Source: an optimization exercise on an open RTL-to-GDS flow (aim: small area and a short achievable clock period). Production flows keep margins and buffers that such runs may drop.
No run shown here included a check of the RTL's function; only the layout flow was run.
Power and IR drop assume default switching activity.

==> flow/design.v (outline; a module is shown in full before it is edited, if it fits) <==
// module alu_decode: 52 lines
// module int_alu: 24 lines
// module add32: 135 lines
// module mul_s1: 984 lines
// module mul_s2: 126 lines
// module mul_fa: 4 lines
// module mul_bsel: 3 lines
// module mul_ha: 4 lines
// module vi_exe: 207 lines
// module res_sel: 3 lines
module vi_exe(
input		clk_i,
input		rsn_i,
input		kill_i,
input	[31:0]	instr_i,
input	[31:0]	pc_i,
input	[31:0]	data_a_i,
input	[31:0]	data_b_i,
input	[4:0]	write_addr_i,
input		int_write_enable_i,
output	[31:0]	exe_result_o,
output		exe_illegal_o,
output	[4:0]	mult_wr_en_o,
output	[24:0]	mult_addr_o,
output	[31:0]	mult5_data_o,
output	[31:0]	mult5_instr_o,
output	[31:0]	mult5_pc_o);
  // ...
==> flow/flow/run.sh <==
#!/bin/bash
set -euo pipefail
export SETUP_SLACK_MARGIN=6.8
export BUFFER_PORTS_ARGS="-buffer_cell sky130_fd_sc_hd__buf_2"
bash standard.sh > standard.log 2>&1
==> flow/standard.sh <==
#!/bin/bash
# synth_recipe.tcl (not shown) runs the flow's synth.tcl, then flattens the netlist and writes it again
# the make line also repeats each setting of config.mk as NAME=value (left out here)
make -C /OpenROAD-flow-scripts/flow DESIGN_CONFIG=/design/flow/config.mk WORK_HOME=/design/flow/orfs CLKGATE_MAP_FILE= SYNTH_SCRIPT=/design/flow/synth_recipe.tcl "${@:-finish}"
==> flow/config.mk <==
export PLATFORM = sky130hd
export DESIGN_NAME = vi_exe
export DESIGN_NICKNAME = vi_exe
export VERILOG_FILES = /design/flow/design.v
export SDC_FILE = /design/flow/constraint.sdc
export NUM_CORES = 4
export LEC_CHECK = 0
export CAP_MARGIN = 20
export CORE_MARGIN = 2
export CORE_UTILIZATION = 40
export CTS_CLUSTER_DIAMETER = 80
export CTS_CLUSTER_SIZE = 28
export SLEW_MARGIN = 20
export SYNTH_HIERARCHICAL = 1
==> flow/constraint.sdc <==
create_clock -name core_clock -period 10.0 [get_ports {clk_i}]
set_input_delay 2.0000 -clock core_clock [delete_from_list [all_inputs] [get_ports {clk_i}]]
set_output_delay 2.0000 -clock core_clock [all_outputs]
set_load 0.01 [all_outputs]
==> results by group, run 1 <==
Setup path
  – Crit-path slowest cell: a221oi_2
  – Cell mode on critical path: a221oi_2
  – CP endpoint kind: flop
  – CP startpoint kind: flop
  – CP Cell Sequence: buf_8 -> ha_1 -> a21oi_1 -> o21ai_1 -> a221oi_2 -> o21ai_2 -> a21boi_2 -> buf_4 -> inv_2 -> a41o_1 -> xor2_2 -> a221oi_2 -> nor2b_1
  – Kind of critical path: flop to flop
  – Worst setup path start: exe_x[11]$_DFF_P_

STA
  – Worst clock skew: 0.0511 ns
  – Tcrit/Tclk final: 32.7%
  – Worst hold margin: 0.327 ns
  – Final hold viol count: 0
  – RSZ-0062 raised after global routing: true
  – Final setup violating endpoints: 0

CTS
  – PostCTS Resize Cnt: 106
  – CTS tree: yes
  – Post-CTS Setup Inserts: 14

Synthesis
  – Top cells by count, synth: dfxtp_1 (767), xor2_1 (329), a22o_1 (281)
  – Post-Syn Area: 35500 sq um
  – Mux cell area share after synthesis: 4.59%
  – Seq/Total Area, Yosys: 43.3%
  – Synthesized instance count: 2943

Place
  – I/O Buffers: 295
  – DP Area: 36400 sq um

Global route
  – Initial antenna violation count: 10
  – Gr busiest metal: met2
  – Grt ovf: 0
  – Vias in the first global route: 22561

Drt
  – Total wire length: 96.8 mm
  – WL/cell: 22.8 um
  – Via count: 22527
  – Iteration-0 DRC count of the detailed router: 1987

Min path
  – Hold EP: mult3_data_hi[1]$_DFF_P_
  – Hold_sp: mult2_data_lo[1]$_DFF_P_

Power
  – Switch share: 28.8%
  – PwrDens: 171 nW/um^2

Layout
  – Finished Layout Cells: 4240
  – # clk buffers: 45
  – Area of the multi-input gates: 17800 sq um
  – Buffering overhead: 6.31%

Status
  – Status: finished clean
==> module alu_decode, before the edit <==
module alu_decode(
input	[31:0]	instr_i,
input	[31:0]	pc_i,
input	[31:0]	data_a_i,
input	[31:0]	data_b_i,
output	[31:0]	x_o,
output	[31:0]	y_o,
output		sub_o,		 
output		eq_o,		 
output		sum_o,		 
output		br_o,		 
output		sll_o,		 
output		sys_o,		 
output		mul_o,		 
output		illegal_o);
wire	[6:0]	opcode = instr_i[6:0];
wire	[2:0]	funct3 = instr_i[14:12];
wire	[6:0]	funct7 = instr_i[31:25];
wire is_r    = opcode == 7'b0110011;
wire is_i    = opcode == 7'b0010011;
wire is_ld   = opcode == 7'b0000011;
wire is_st   = opcode == 7'b0100011;
wire is_br   = opcode == 7'b1100011;
wire is_jal  = opcode == 7'b1101111;
wire is_sys  = opcode == 7'b1110011;
wire f3_0    = funct3 == 3'b000;
wire r_add   = is_r & f3_0 & (funct7 == 7'b0000000);
wire r_sub   = is_r & f3_0 & (funct7 == 7'b0100000);
wire r_sll   = is_r & (funct3 == 3'b001) & (funct7 == 7'b0000000);
wire i_add   = is_i & f3_0;
wire	imm_s = ~opcode[6] & opcode[5];
wire	imm_b = opcode[6] & ~opcode[3];
wire	imm_j = opcode[3];
wire	y_inv = is_r & funct7[5];
wire	[31:0]	imm;
assign imm[0]     = imm_s ? instr_i[7] : (imm_b | imm_j) ? 1'b0 : instr_i[20];
assign imm[4:1]   = (imm_s | imm_b) ? instr_i[11:8] : instr_i[24:21];
assign imm[10:5]  = instr_i[30:25];
assign imm[11]    = imm_b ? instr_i[7] : imm_j ? instr_i[20] : instr_i[31];
assign imm[19:12] = imm_j ? instr_i[19:12] : {8{instr_i[31]}};
assign imm[31:20] = {12{instr_i[31]}};
assign x_o = (opcode[6] & ~opcode[4]) ? pc_i : data_a_i;
assign y_o = is_r ? (data_b_i ^ {32{y_inv}}) : imm;
assign sub_o = y_inv;
assign eq_o = data_a_i == data_b_i;
assign sum_o = r_add | r_sub | i_add | is_ld | is_st | is_jal;
assign br_o = is_br;
assign sll_o = r_sll;
assign sys_o = is_sys;
assign mul_o = is_r & (funct7 == 7'b0000001);
assign illegal_o = ~(is_r | i_add | is_ld | is_st | is_br | is_jal | is_sys);
endmodule
==> module int_alu, before the edit <==
module int_alu(
input	[31:0]	x_i,
input	[31:0]	y_i,
input		sub_i,
input		eq_i,
input		sum_i,
input		br_i,
input		sll_i,
input		sys_i,
output	[31:0]	sum_o,		 
output		sel_sum_o,
output	[31:0]	other_o);	 
add32 add32(
	.x	(x_i),
	.y	(y_i),
	.ci	(sub_i),
	.s	(sum_o)
);
wire	[31:0]	shl = x_i << y_i[4:0];
assign sel_sum_o = sum_i | (br_i & eq_i);
wire sel_x   = (br_i & ~eq_i) | sys_i;
wire sel_shl = sll_i & ~(|y_i[31:5]);
assign other_o = ({32{sel_x}} & x_i) | ({32{sel_shl}} & shl);
endmodule
==> module vi_exe, before the edit <==
module vi_exe(
input		clk_i,
input		rsn_i,
input		kill_i,
input	[31:0]	instr_i,
input	[31:0]	pc_i,
input	[31:0]	data_a_i,
input	[31:0]	data_b_i,
input	[4:0]	write_addr_i,
input		int_write_enable_i,
output	[31:0]	exe_result_o,
output		exe_illegal_o,
output	[4:0]	mult_wr_en_o,
output	[24:0]	mult_addr_o,
output	[31:0]	mult5_data_o,
output	[31:0]	mult5_instr_o,
output	[31:0]	mult5_pc_o);
wire clr = !rsn_i || kill_i;
wire	[31:0]	d_x, d_y;
wire		d_sub, d_eq, d_sum, d_br, d_sll, d_sys, d_mul, d_illegal;
alu_decode alu_decode(
	.instr_i	(instr_i),
	.pc_i		(pc_i),
	.data_a_i	(data_a_i),
	.data_b_i	(data_b_i),
	.x_o		(d_x),
	.y_o		(d_y),
	.sub_o		(d_sub),
	.eq_o		(d_eq),
	.sum_o		(d_sum),
	.br_o		(d_br),
	.sll_o		(d_sll),
	.sys_o		(d_sys),
	.mul_o		(d_mul),
	.illegal_o	(d_illegal)
);
wire		mul_f3 = instr_i[14:12] == 3'b000;
wire	[32:0]	b_ext = {data_b_i, 1'b0};
wire	[15:0]	d_booth_one, d_booth_two, d_booth_neg;
genvar gj;
generate
	for (gj = 0; gj < 16; gj = gj + 1) begin : booth_enc
		assign d_booth_one[gj] = mul_f3 & (b_ext[2*gj+1] ^ b_ext[2*gj]);
		assign d_booth_two[gj] = mul_f3 & ((b_ext[2*gj+2] & ~b_ext[2*gj+1] & ~b_ext[2*gj]) |
		                                   (~b_ext[2*gj+2] & b_ext[2*gj+1] & b_ext[2*gj]));
		assign d_booth_neg[gj] = mul_f3 & b_ext[2*gj+2] & ~(b_ext[2*gj+1] & b_ext[2*gj]);
	end
endgenerate
reg	[31:0]	exe_instruction;
reg	[31:0]	exe_pc;
reg	[31:0]	exe_x;
reg	[31:0]	exe_y;
reg	[4:0]	exe_write_addr;
reg		exe_valid;
reg		exe_sub, exe_eq;
reg		exe_sum, exe_br, exe_sll, exe_sys, exe_mul_we, exe_ill;
reg	[15:0]	exe_booth_one, exe_booth_two, exe_booth_neg;
always @(posedge clk_i)
begin
	exe_instruction <= instr_i;
	exe_pc <= pc_i;
	exe_x <= d_x;
	exe_y <= d_y;
	exe_write_addr <= write_addr_i;
	exe_booth_one <= d_booth_one;
	exe_booth_two <= d_booth_two;
	exe_booth_neg <= d_booth_neg;
	exe_valid <= !clr;
	exe_sub <= d_sub;
	exe_eq <= d_eq;
	exe_sum <= !clr && d_sum;
	exe_br <= !clr && d_br;
	exe_sll <= !clr && d_sll;
	exe_sys <= !clr && d_sys;
	exe_mul_we <= !clr && d_mul && int_write_enable_i;	 
	exe_ill <= clr || d_illegal;
end
wire	[31:0]	alu_sum, alu_other;
wire		alu_sel_sum;
int_alu int_alu(
	.x_i		(exe_x),
	.y_i		(exe_y),
	.sub_i		(exe_sub),
	.eq_i		(exe_eq),
	.sum_i		(exe_sum),
	.br_i		(exe_br),
	.sll_i		(exe_sll),
	.sys_i		(exe_sys),
	.sum_o		(alu_sum),
	.sel_sum_o	(alu_sel_sum),
	.other_o	(alu_other)
);
wire	[31:0]	mul_ra;
wire	[87-1:0]	mul_rb;
mul_s1 mul_s1(
	.a		(exe_x),
	.b		(exe_y),
	.bone		(exe_booth_one),
	.btwo		(exe_booth_two),
	.bneg		(exe_booth_neg),
	.ra_n		(mul_ra),
	.rb_n		(mul_rb)
);
wire	[31:0]	exe_result_d;
wire		en = !clr;
genvar gi;
generate
	for (gi = 0; gi < 32; gi = gi + 1) begin : res_mux
		res_sel res_sel(.sum(alu_sum[gi]), .sel(alu_sel_sum), .other(alu_other[gi]),
		                .ra(mul_ra[gi]), .mul(exe_mul_we), .en(en), .y(exe_result_d[gi]));
	end
endgenerate
reg	[31:0]	exe_result;
reg		exe_illegal;
always @(posedge clk_i)
begin
	exe_result <= exe_result_d;
	exe_illegal <= clr ? 1'b0 : exe_ill;
end
assign exe_result_o = exe_result;
assign exe_illegal_o = exe_illegal;
reg	[31:0]	mult1_instruction;
reg	[31:0]	mult1_pc;
reg	[4:0]	mult1_write_addr;
reg		mult1_int_write_enable;
reg		mult1_valid;
reg	[87-1:0]	mult1_rb;
always @(posedge clk_i)
begin
	mult1_instruction <= exe_instruction;
	mult1_pc <= exe_pc;
	mult1_write_addr <= exe_write_addr;
	mult1_int_write_enable <= !clr && exe_mul_we;
	mult1_valid <= !clr && exe_valid;
	mult1_rb <= mul_rb;
end
wire	[31:0]	mul_x, mul_y;
mul_s2 mul_s2(
	.ra_n		(exe_result),
	.rb_n		(mult1_rb),
	.x		(mul_x),
	.y		(mul_y)
);
wire	[16:0]	mult1_lo = mul_x[15:0] + mul_y[15:0];
reg	[13:0]	mult2_pk, mult3_pk, mult4_pk;
reg	[17:0]	mult2_instr_mid, mult3_instr_mid, mult4_instr_mid;
reg	[1:0]	mult2_data_lo;
reg	[15:0]	mult2_x_hi, mult2_y_hi;
reg		mult2_carry;
reg	[17:0]	mult3_data_hi, mult4_data_hi;
reg	[31:0]	mult2_pc, mult3_pc, mult4_pc;
reg	[4:0]	mult2_write_addr, mult3_write_addr, mult4_write_addr;
reg		mult2_int_write_enable, mult3_int_write_enable, mult4_int_write_enable;
reg		mult2_valid, mult3_valid, mult4_valid;
wire	[15:0]	mult2_hi = mult2_x_hi + mult2_y_hi + mult2_carry;
always @(posedge clk_i)
begin
	mult2_pk <= mult1_int_write_enable ? mult1_lo[13:0] :
	            {mult1_instruction[31:25], mult1_instruction[6:0]};
	mult2_instr_mid <= mult1_instruction[24:7];
	mult2_data_lo <= mult1_lo[15:14];
	mult2_x_hi <= mul_x[31:16];
	mult2_y_hi <= mul_y[31:16];
	mult2_carry <= mult1_lo[16];
	mult2_pc <= mult1_pc;
	mult2_write_addr <= mult1_write_addr;
	mult2_int_write_enable <= !clr && mult1_int_write_enable;
	mult2_valid <= !clr && mult1_valid;
	mult3_pk <= mult2_pk;
	mult3_instr_mid <= mult2_instr_mid;
	mult3_data_hi <= {mult2_hi, mult2_data_lo};
	mult3_pc <= mult2_pc;
	mult3_write_addr <= mult2_write_addr;
	mult3_int_write_enable <= !clr && mult2_int_write_enable;
	mult3_valid <= !clr && mult2_valid;
	mult4_pk <= mult3_pk;
	mult4_instr_mid <= mult3_instr_mid;
	mult4_data_hi <= mult3_data_hi;
	mult4_pc <= mult3_pc;
	mult4_write_addr <= mult3_write_addr;
	mult4_int_write_enable <= !clr && mult3_int_write_enable;
	mult4_valid <= !clr && mult3_valid;
end
wire		m5_load = !clr && mult4_valid;
reg	[31:0]	mult5_instruction;
reg	[31:0]	mult5_pc;
reg	[4:0]	mult5_write_addr;
reg		mult5_int_write_enable;
reg	[31:0]	mult5_int_write_data;
always @(posedge clk_i)
begin
	mult5_instruction <= !m5_load ? 32'b0 :
		{mult4_int_write_enable ? 7'b0000001 : mult4_pk[13:7], mult4_instr_mid,
		 mult4_int_write_enable ? 7'b0110011 : mult4_pk[6:0]};
	mult5_pc <= m5_load ? mult4_pc : 32'b0;
	mult5_write_addr <= mult4_write_addr;
	mult5_int_write_enable <= !clr && mult4_int_write_enable;
	mult5_int_write_data <= {mult4_data_hi, mult4_pk};
end
assign mult_wr_en_o = {mult5_int_write_enable, mult4_int_write_enable, mult3_int_write_enable,
                       mult2_int_write_enable, mult1_int_write_enable};
assign mult_addr_o = {mult5_write_addr, mult4_write_addr, mult3_write_addr,
                      mult2_write_addr, mult1_write_addr};
assign mult5_data_o = mult5_int_write_data;
assign mult5_instr_o = mult5_instruction;
assign mult5_pc_o = mult5_pc;
endmodule
==> run 2: changes to the inputs <==
--- a/flow/design.v
+++ b/flow/design.v
@@ -31,7 +31,8 @@
 wire	imm_s = ~opcode[6] & opcode[5];
 wire	imm_b = opcode[6] & ~opcode[3];
 wire	imm_j = opcode[3];
-wire	y_inv = is_r & funct7[5];
+wire	y_rs2 = ~opcode[6] & opcode[5] & opcode[4];
+wire	y_inv = y_rs2 & funct7[5];
 wire	[31:0]	imm;
 assign imm[0]     = imm_s ? instr_i[7] : (imm_b | imm_j) ? 1'b0 : instr_i[20];
 assign imm[4:1]   = (imm_s | imm_b) ? instr_i[11:8] : instr_i[24:21];
@@ -40,7 +41,7 @@
 assign imm[19:12] = imm_j ? instr_i[19:12] : {8{instr_i[31]}};
 assign imm[31:20] = {12{instr_i[31]}};
 assign x_o = (opcode[6] & ~opcode[4]) ? pc_i : data_a_i;
-assign y_o = is_r ? (data_b_i ^ {32{y_inv}}) : imm;
+assign y_o = y_rs2 ? (data_b_i ^ {32{y_inv}}) : imm;
 assign sub_o = y_inv;
 assign eq_o = data_a_i == data_b_i;
 assign sum_o = r_add | r_sub | i_add | is_ld | is_st | is_jal;
@@ -62,153 +63,14 @@
 output	[31:0]	sum_o,		 
 output		sel_sum_o,
 output	[31:0]	other_o);	 
-add32 add32(
-	.x	(x_i),
-	.y	(y_i),
-	.ci	(sub_i),
-	.s	(sum_o)
-);
+wire	[32:0]	sum_c = {x_i, 1'b1} + {y_i, sub_i};
+assign sum_o = sum_c[32:1];
 wire	[31:0]	shl = x_i << y_i[4:0];
 assign sel_sum_o = sum_i | (br_i & eq_i);
 wire sel_x   = (br_i & ~eq_i) | sys_i;
 wire sel_shl = sll_i & ~(|y_i[31:5]);
 assign other_o = ({32{sel_x}} & x_i) | ({32{sel_shl}} & shl);
 endmodule
-module add32(input [31:0] x, input [31:0] y, input ci, output [31:0] s);
-wire [31:0] g0 = x & y;
-wire [31:0] p0 = x ^ y;
-wire [31:0] G0 = {g0[31:1], g0[0] | (p0[0] & ci)};
-wire g1_1 = G0[1] | (p0[1] & G0[0]);
-wire g1_3 = G0[3] | (p0[3] & G0[2]);
-wire p1_3 = p0[3] & p0[2];
-wire g1_5 = G0[5] | (p0[5] & G0[4]);
-wire p1_5 = p0[5] & p0[4];
-wire g1_7 = G0[7] | (p0[7] & G0[6]);
-wire p1_7 = p0[7] & p0[6];
-wire g1_9 = G0[9] | (p0[9] & G0[8]);
-wire p1_9 = p0[9] & p0[8];
-wire g1_11 = G0[11] | (p0[11] & G0[10]);
-wire p1_11 = p0[11] & p0[10];
-wire g1_13 = G0[13] | (p0[13] & G0[12]);
-wire p1_13 = p0[13] & p0[12];
-wire g1_15 = G0[15] | (p0[15] & G0[14]);
-wire p1_15 = p0[15] & p0[14];
-wire g1_17 = G0[17] | (p0[17] & G0[16]);
-wire p1_17 = p0[17] & p0[16];
-wire g1_19 = G0[19] | (p0[19] & G0[18]);
-wire p1_19 = p0[19] & p0[18];
-wire g1_21 = G0[21] | (p0[21] & G0[20]);
-wire p1_21 = p0[21] & p0[20];
-wire g1_23 = G0[23] | (p0[23] & G0[22]);
-wire p1_23 = p0[23] & p0[22];
-wire g1_25 = G0[25] | (p0[25] & G0[24]);
-wire p1_25 = p0[25] & p0[24];
-wire g1_27 = G0[27] | (p0[27] & G0[26]);
-wire p1_27 = p0[27] & p0[26];
-wire g1_29 = G0[29] | (p0[29] & G0[28]);
-wire p1_29 = p0[29] & p0[28];
-wire g1_31 = G0[31] | (p0[31] & G0[30]);
-wire p1_31 = p0[31] & p0[30];
-wire g2_2 = G0[2] | (p0[2] & g1_1);
-wire g2_3 = g1_3 | (p1_3 & g1_1);
-wire g2_6 = G0[6] | (p0[6] & g1_5);
-wire p2_6 = p0[6] & p1_5;
-wire g2_7 = g1_7 | (p1_7 & g1_5);
-wire p2_7 = p1_7 & p1_5;
-wire g2_10 = G0[10] | (p0[10] & g1_9);
-wire p2_10 = p0[10] & p1_9;
-wire g2_11 = g1_11 | (p1_11 & g1_9);
-wire p2_11 = p1_11 & p1_9;
-wire g2_14 = G0[14] | (p0[14] & g1_13);
-wire p2_14 = p0[14] & p1_13;
-wire g2_15 = g1_15 | (p1_15 & g1_13);
-wire p2_15 = p1_15 & p1_13;
-wire g2_18 = G0[18] | (p0[18] & g1_17);
-wire p2_18 = p0[18] & p1_17;
-wire g2_19 = g1_19 | (p1_19 & g1_17);
-wire p2_19 = p1_19 & p1_17;
-wire g2_22 = G0[22] | (p0[22] & g1_21);
-wire p2_22 = p0[22] & p1_21;
-wire g2_23 = g1_23 | (p1_23 & g1_21);
-wire p2_23 = p1_23 & p1_21;
-wire g2_26 = G0[26] | (p0[26] & g1_25);
-wire p2_26 = p0[26] & p1_25;
-wire g2_27 = g1_27 | (p1_27 & g1_25);
-wire p2_27 = p1_27 & p1_25;
-wire g2_30 = G0[30] | (p0[30] & g1_29);
-wire p2_30 = p0[30] & p1_29;
-wire g2_31 = g1_31 | (p1_31 & g1_29);
-wire p2_31 = p1_31 & p1_29;
-wire g3_4 = G0[4] | (p0[4] & g2_3);
-wire g3_5 = g1_5 | (p1_5 & g2_3);
-wire g3_6 = g2_6 | (p2_6 & g2_3);
-wire g3_7 = g2_7 | (p2_7 & g2_3);
-wire g3_12 = G0[12] | (p0[12] & g2_11);
-wire p3_12 = p0[12] & p2_11;
-wire g3_13 = g1_13 | (p1_13 & g2_11);
-wire p3_13 = p1_13 & p2_11;
-wire g3_14 = g2_14 | (p2_14 & g2_11);
-wire p3_14 = p2_14 & p2_11;
-wire g3_15 = g2_15 | (p2_15 & g2_11);
-wire p3_15 = p2_15 & p2_11;
-wire g3_20 = G0[20] | (p0[20] & g2_19);
-wire p3_20 = p0[20] & p2_19;
-wire g3_21 = g1_21 | (p1_21 & g2_19);
-wire p3_21 = p1_21 & p2_19;
-wire g3_22 = g2_22 | (p2_22 & g2_19);
-wire p3_22 = p2_22 & p2_19;
-wire g3_23 = g2_23 | (p2_23 & g2_19);
-wire p3_23 = p2_23 & p2_19;
-wire g3_28 = G0[28] | (p0[28] & g2_27);
-wire p3_28 = p0[28] & p2_27;
-wire g3_29 = g1_29 | (p1_29 & g2_27);
-wire p3_29 = p1_29 & p2_27;
-wire g3_30 = g2_30 | (p2_30 & g2_27);
-wire p3_30 = p2_30 & p2_27;
-wire g3_31 = g2_31 | (p2_31 & g2_27);
-wire p3_31 = p2_31 & p2_27;
-wire g4_8 = G0[8] | (p0[8] & g3_7);
-wire g4_9 = g1_9 | (p1_9 & g3_7);
-wire g4_10 = g2_10 | (p2_10 & g3_7);
-wire g4_11 = g2_11 | (p2_11 & g3_7);
-wire g4_12 = g3_12 | (p3_12 & g3_7);
-wire g4_13 = g3_13 | (p3_13 & g3_7);
-wire g4_14 = g3_14 | (p3_14 & g3_7);
-wire g4_15 = g3_15 | (p3_15 & g3_7);
-wire g4_24 = G0[24] | (p0[24] & g3_23);
-wire p4_24 = p0[24] & p3_23;
-wire g4_25 = g1_25 | (p1_25 & g3_23);
-wire p4_25 = p1_25 & p3_23;
-wire g4_26 = g2_26 | (p2_26 & g3_23);
-wire p4_26 = p2_26 & p3_23;
-wire g4_27 = g2_27 | (p2_27 & g3_23);
-wire p4_27 = p2_27 & p3_23;
-wire g4_28 = g3_28 | (p3_28 & g3_23);
-wire p4_28 = p3_28 & p3_23;
-wire g4_29 = g3_29 | (p3_29 & g3_23);
-wire p4_29 = p3_29 & p3_23;
-wire g4_30 = g3_30 | (p3_30 & g3_23);
-wire p4_30 = p3_30 & p3_23;
-wire g4_31 = g3_31 | (p3_31 & g3_23);
-wire p4_31 = p3_31 & p3_23;
-wire g5_16 = G0[16] | (p0[16] & g4_15);
-wire g5_17 = g1_17 | (p1_17 & g4_15);
-wire g5_18 = g2_18 | (p2_18 & g4_15);
-wire g5_19 = g2_19 | (p2_19 & g4_15);
-wire g5_20 = g3_20 | (p3_20 & g4_15);
-wire g5_21 = g3_21 | (p3_21 & g4_15);
-wire g5_22 = g3_22 | (p3_22 & g4_15);
-wire g5_23 = g3_23 | (p3_23 & g4_15);
-wire g5_24 = g4_24 | (p4_24 & g4_15);
-wire g5_25 = g4_25 | (p4_25 & g4_15);
-wire g5_26 = g4_26 | (p4_26 & g4_15);
-wire g5_27 = g4_27 | (p4_27 & g4_15);
-wire g5_28 = g4_28 | (p4_28 & g4_15);
-wire g5_29 = g4_29 | (p4_29 & g4_15);
-wire g5_30 = g4_30 | (p4_30 & g4_15);
-wire g5_31 = g4_31 | (p4_31 & g4_15);
-assign s = p0 ^ {g5_30, g5_29, g5_28, g5_27, g5_26, g5_25, g5_24, g5_23, g5_22, g5_21, g5_20, g5_19, g5_18, g5_17, g5_16, g4_15, g4_14, g4_13, g4_12, g4_11, g4_10, g4_9, g4_8, g3_7, g3_6, g3_5, g3_4, g2_3, g2_2, g1_1, G0[0], ci};
-endmodule
 module mul_s1(
 input [31:0] a,
 input [31:0] b,
@@ -1484,7 +1346,13 @@
 reg	[4:0]	mult2_write_addr, mult3_write_addr, mult4_write_addr;
 reg		mult2_int_write_enable, mult3_int_write_enable, mult4_int_write_enable;
 reg		mult2_valid, mult3_valid, mult4_valid;
-wire	[15:0]	mult2_hi = mult2_x_hi + mult2_y_hi + mult2_carry;
+wire	[15:0]	mult2_hi;
+add16bk add16bk(
+	.x	(mult2_x_hi),
+	.y	(mult2_y_hi),
+	.ci	(mult2_carry),
+	.s	(mult2_hi)
+);
 always @(posedge clk_i)
 begin
 	mult2_pk <= mult1_int_write_enable ? mult1_lo[13:0] :
@@ -1540,3 +1408,50 @@
 module res_sel(input sum, input sel, input other, input ra, input mul, input en, output y);
 assign y = ((sum & sel) | other | (ra & mul)) & en;
 endmodule
+module add16bk(input [15:0] x, input [15:0] y, input ci, output [15:0] s);
+wire [15:0] g0 = x & y;
+wire [15:0] p0 = x ^ y;
+wire [15:0] G0 = {g0[15:1], g0[0] | (p0[0] & ci)};
+wire g1_1 = G0[1] | (p0[1] & G0[0]);
+wire p1_1 = p0[1] & p0[0];
+wire g1_3 = G0[3] | (p0[3] & G0[2]);
+wire p1_3 = p0[3] & p0[2];
+wire g1_5 = G0[5] | (p0[5] & G0[4]);
+wire p1_5 = p0[5] & p0[4];
+wire g1_7 = G0[7] | (p0[7] & G0[6]);
+wire p1_7 = p0[7] & p0[6];
+wire g1_9 = G0[9] | (p0[9] & G0[8]);
+wire p1_9 = p0[9] & p0[8];
+wire g1_11 = G0[11] | (p0[11] & G0[10]);
+wire p1_11 = p0[11] & p0[10];
+wire g1_13 = G0[13] | (p0[13] & G0[12]);
+wire p1_13 = p0[13] & p0[12];
+wire g1_15 = G0[15] | (p0[15] & G0[14]);
+wire p1_15 = p0[15] & p0[14];
+wire g2_3 = g1_3 | (p1_3 & g1_1);
+wire p2_3 = p1_3 & p1_1;
+wire g2_7 = g1_7 | (p1_7 & g1_5);
+wire p2_7 = p1_7 & p1_5;
+wire g2_11 = g1_11 | (p1_11 & g1_9);
+wire p2_11 = p1_11 & p1_9;
+wire g2_15 = g1_15 | (p1_15 & g1_13);
+wire p2_15 = p1_15 & p1_13;
+wire g3_7 = g2_7 | (p2_7 & g2_3);
+wire p3_7 = p2_7 & p2_3;
+wire g3_15 = g2_15 | (p2_15 & g2_11);
+wire p3_15 = p2_15 & p2_11;
+wire g4_15 = g3_15 | (p3_15 & g3_7);
+wire p4_15 = p3_15 & p3_7;
+wire g5_11 = g2_11 | (p2_11 & g3_7);
+wire g6_5 = g1_5 | (p1_5 & g2_3);
+wire g6_9 = g1_9 | (p1_9 & g3_7);
+wire g6_13 = g1_13 | (p1_13 & g5_11);
+wire g7_2 = G0[2] | (p0[2] & g1_1);
+wire g7_4 = G0[4] | (p0[4] & g2_3);
+wire g7_6 = G0[6] | (p0[6] & g6_5);
+wire g7_8 = G0[8] | (p0[8] & g3_7);
+wire g7_10 = G0[10] | (p0[10] & g6_9);
+wire g7_12 = G0[12] | (p0[12] & g5_11);
+wire g7_14 = G0[14] | (p0[14] & g6_13);
+assign s = p0 ^ {g7_14, g6_13, g7_12, g5_11, g7_10, g6_9, g7_8, g3_7, g7_6, g6_5, g7_4, g2_3, g7_2, g1_1, G0[0], ci};
+endmodule
==> results by group, run 2 <==
Status
  – Status: finished clean (unchanged)

Drt
  – Met2 wire length: 44.8 mm (was 44.2 mm)
  – WL/cell: 22.7 um (was 22.8 um)
  – Via count: 22252 (was 22527)
  – Iteration-0 DRC count of the detailed router: 1799 (was 1987)
  – Vias per cell: 5.24 (was 5.31)
  – Drt pass-1 iters: 5 (unchanged)
  – Routed wl met3: 6.56 mm (was 7.24 mm)
  – Highest routed layer: met5 (unchanged)
  – Total wire length: 96.5 mm (was 96.8 mm)
  – DRC violations left: 0 (unchanged)
  – DRT antenna net count: 0 (unchanged)
  – Metal-1 WL: 42.3 mm (was 41.8 mm)

Job
  – Maxcap violations: 0 (unchanged)

Synthesis
  – Synthesized instance count: 2953 (was 2943)
  – Net Count, Synth: 3416 (was 3403)
  – Top cells by count, synth: dfxtp_1 (767), xor2_1 (325), a22o_1 (293) (was dfxtp_1 (767), xor2_1 (329), a22o_1 (281))
  – Most common cell in the netlist: dfxtp_1 (unchanged)
  – Mapped Avg Cell Area: 12.0 sq um (about the same)
  – Syn. warnings: 7 (unchanged)
  – Post-synth EDFFs: 0 (unchanged)
  – Share of the synthesized area in the top cell type: 43.4% (was 43.3%)
  – Synth top area cells: dfxtp_1 (43%), fa_1 (13%), xor2_1 (8.0%) (was dfxtp_1 (43%), fa_1 (12%), xor2_1 (8.1%))
  – Dominant cell type by area after synthesis: dfxtp_1 (unchanged)
  – Seq cells post-synth: 767 (unchanged)
  – Post-Syn Area: 35400 sq um (was 35500 sq um)
  – Main synth FF type: dfxtp_1 (unchanged)
  – Ys async rst share: 0% (unchanged)
  – Yosys cell types: 86 (was 94)
  – Seq/Total Area, Yosys: 43.4% (was 43.3%)

Setup path
  – Critical path fanouts, max: 2 (was 17)
  – CP startpoint kind: flop (unchanged)
  – FF-to-FF path depth: 7 (was 13)
  – CP endpoint kind: output pin (was flop)
  – Delay-heaviest family, CP: flip-flops (was compound AO/OA/AOI/OAI gates)
  – Crit-path slowest cell: dfxtp_4 (was a221oi_2)
  – Critical path's largest stage delay: 0.36 ns (was 0.39 ns)
  – Worst path buffer plus inverter count: 2 (was 3)
  – Reg-to-reg startpoint: exe_x[18]$_DFF_P_ (was exe_x[11]$_DFF_P_)
  – Critical Path AT: 1.22 ns (was 3.78 ns)
  – Kind of critical path: flop to output pin (was flop to flop)
  – Worst reg-to-reg setup slack: 6.85 ns (was 6.73 ns)
  – Worst EP required: 8.00 ns (was 10.51 ns)
  – Critical R2R Capture: mult1_rb[79]$_DFF_P_ (was exe_result[27]$_DFF_P_)
  – CP Cell Sequence: buf_12 -> buf_6 (was buf_8 -> ha_1 -> a21oi_1 -> o21ai_1 -> a221oi_2 -> o21ai_2 -> a21boi_2 -> buf_4 -> inv_2 -> a41o_1 -> xor2_2 -> a221oi_2 -> nor2b_1)

STA
  – Tmin final: 3.22 ns (was 3.27 ns)
  – Relative slew slack: 25.3% (was 28.8%)
  – Slew @ Worst Pin: 1.12 ns (was 1.07 ns)
  – Setup TNS: 0 ns (unchanged)
  – Final setup violating endpoints: 0 (unchanged)
  – RSZ-0062 raised after global routing: true (unchanged)
  – Worst clock skew: 0.0376 ns (was 0.0511 ns)
  – Fmax: 0.310 GHz (was 0.306 GHz)
  – Final hold viol count: 0 (unchanged)
  – Tcrit/Tclk final: 32.2% (was 32.7%)
  – Pins Over Slew Limit: 0 (unchanged)

Floorplanning
  – Initial core utilization: 40.2% (about the same)
  – Row count: 109 (unchanged)
  – Die Y-Extent: 301 um (was 302 um)
  – Die ar.: 90800 sq um (was 91000 sq um)
  – I/O pins: 296 (unchanged)
  – Placeable Area: 88000 sq um (was 88100 sq um)
  – Chip width: 301 um (was 302 um)

Layout
  – Commonest cells after routing, fill and taps aside: dfxtp_1 (700), xor2_1 (316), a22o_1 (293) (was dfxtp_1 (708), xor2_1 (316), buf_2 (294))
  – Top reg by flops: mult1_rb (unchanged)
  – Final #Nets: 3513 (was 3508)
  – Area Growth Syn to Fin: 9.34% (was 9.43%)
  – Proportion of layout cells with a drive suffix above 1: 21.5% (was 22.2%)
  – Commonest non-fill, non-tap cell in the layout: dfxtp_1 (unchanged)
  – Max reg flops: 87 (unchanged)
  – Post-route cell area: 38700 sq um (was 38800 sq um)

Power
  – Maximum VDD drop: 0.000156 V (was 0.000148 V)
  – Final Power: 6810 uW (was 6620 uW)
  – PwrDens: 176 nW/um^2 (was 171 nW/um^2)
  – Leakage power: 0.0176 uW (was 0.0177 uW)

CTS
  – Worst-path clk slew: 0.10 ns (about the same)
  – CTS Hold Buffers Added: 0 (unchanged)
  – CTS H-Tree Depth: 2 (unchanged)
  – Clock buffer depth: 3 (unchanged)
  – CTS tree: yes (unchanged)
  – Total CTS buffers: 46 (was 43)
  – # clock sinks: 767 (unchanged)
  – Worst-Skew Late Latency: 0.65 ns (was 0.64 ns)
  – CTS root buffer: clkbuf_16 (unchanged)

Min path
  – Hold EP: mult2_pc[15]$_DFF_P_ (was mult3_data_hi[1]$_DFF_P_)
  – Hold_sp: mult1_pc[15]$_DFF_P_ (was mult2_data_lo[1]$_DFF_P_)
  – HP Class: flop to flop (unchanged)
  – WHS Path Cells: 0 (unchanged)

Place
  – DPL Wire Length: 70.0 mm (was 69.7 mm)
  – Routability cong.: 0.906 (was 0.936)
  – DP Area: 36300 sq um (was 36400 sq um)
  – I/O Buffers: 295 (unchanged)

Global route
  – Vias in the first global route: 22965 (was 22561)
  – GRT Total Usage: 21.0% (was 20.9%)
  – Grt ovf: 0 (unchanged)
  – First-pass GRT wire length: 143 mm (about the same)
  – Initial antenna violation count: 6 (was 10)
  – Pin count of the biggest net entering global routing: 101 (was 61)
==> run 2: cell count changes in the layout (fill, tap and decap cells not counted), sizes merged, moves of 10 or more <==
cell,delta
a32o,-11
a22o,+12
buf,-14
a21oi,+12
nand2,+17
o21ai,+25
mux2i,-10
==> run 2: through the flow <==
stage	worst slack, ns	hold slack (ns)	utilization (%)	cells
6_report	6.78	0.315	44.0	4244
5_1_grt	6.74	0.322	44.0	4243
4_1_cts	6.72	0.322	43.5	4224
3_5_place_dp	5.91	0.312	41.3	4144
3_3_place_gp	5.99	0.310	41.3	4144
2_1_floorplan	6.81	0.310	-	2953
==> run 2: layer usage <==
metal / track usage [%] / vias to the layer above
met3: 4.10 / 142
met4: 6.57 / 2
li1: - / 10252
met2: 34.6 / 820
met5: 0 / -
met1: 27.8 / 11036
==> run 2: Yosys stat by module, one instance, submodules excluded <==
module | times used | cells
vi_exe | 1 | 1127
mul_s1 | 1 | 455
int_alu | 1 | 456
alu_decode | 1 | 209
add16bk | 1 | 65
mul_s2 | 1 | 65
res_sel | 32 | 2
mul_fa | 210 | 1
mul_ha | 30 | 1
mul_bsel | 272 | 1
==> run 2: kinds of logic (layout without fill, tap and decap cells) <==
kind of cell	count (synthesis)	in the layout	synth area share (%)
multiplexers	97	97	3.65
buffers and inverters	341	464	6.92
flip-flops	767	767	43.4
AND/OR/NAND/NOR	436	436	6.34
adder cells (fa/ha/maj)	326	326	16.2
XOR/XNOR	386	386	9.58
AO/OA/AOI/OAI	599	599	13.9
other	1	4	0.0106
==> run 2: repair_timing <==
action	in CTS	in global routing
pin swaps	1	15
setup endpoints to repair	90	51
resized for setup	83	73
setup buffers	4	15
cloned	2	2
==> run 2: layout make-up <==
class | count | area, sq um
inverter | 31 | 119
tap | 1165 | 1460
clock inverter | 26 | 462
fill | 8227 | 49300
antenna | 3 | 7.51
clock buffer | 48 | 1180
sequential | 767 | 15500
multi-input combinational | 1845 | 17700
timing repair buffer | 359 | 2280
==> run 2: power breakdown <==
group          internal, uW  switching, uW
Combinational           489            693
Clock                   945           1190
Sequential             3350            152
Total                  4780           2030
==> run 2: worst max path at each step <==
| stage | from | end | cells after the start |
|---|---|---|---|
| after floorplan | exe_booth_one[0]$_DFF_P_ | mult1_rb[75]$_DFF_P_ | 6 |
| after global placement | kill_i | mult5_instruction[31]$_SDFF_PP0_ | 6 |
| after detailed placement | kill_i | mult5_instruction[27]$_SDFF_PP0_ | 6 |
| after CTS | exe_booth_one[7]$_DFF_P_ | mult1_rb[79]$_DFF_P_ | 5 |
| after global routing | mult1_int_write_enable$_DFF_P_ | mult_wr_en_o[0] | 2 |
| final | mult1_int_write_enable$_DFF_P_ | mult_wr_en_o[0] | 2 |

==> port drivers added, routing unchanged <==
The results above use ideal ports. As a check the final layouts listed here were re-extracted and re-timed, cells and wires unchanged. Step 1 sets driving cells, clkbuf_16 on the clock port and buf_2 on the other inputs (assumed; they add their load-dependent delay and slew). Step 2 moves the port delays by t, midway between the first and last clock arrival at a register: inputs arrive t later, outputs are due t later. That takes back most of the time a late clock gives input paths. Three values: no drivers, after step 1, after step 2; two values: the first two.
run	shift t [ns]	setup slack, ns	hold slack, ns	worst setup path after step 2	slew at the worst register clock pin (ns)
run 1	0.684	6.729 / 6.729 / 6.232	0.327 / 0.327 / 0.327	input to register	0.10 / 0.10
run 2	0.690	6.778 / 6.716 / 6.359	0.315 / 0.315 / 0.315	input to register	0.11 / 0.11
After both steps every run listed still meets setup and hold. For run 1, which loses most, drivers alone change the setup slack by 0.000 ns; drivers and shift together by -0.497 ns.
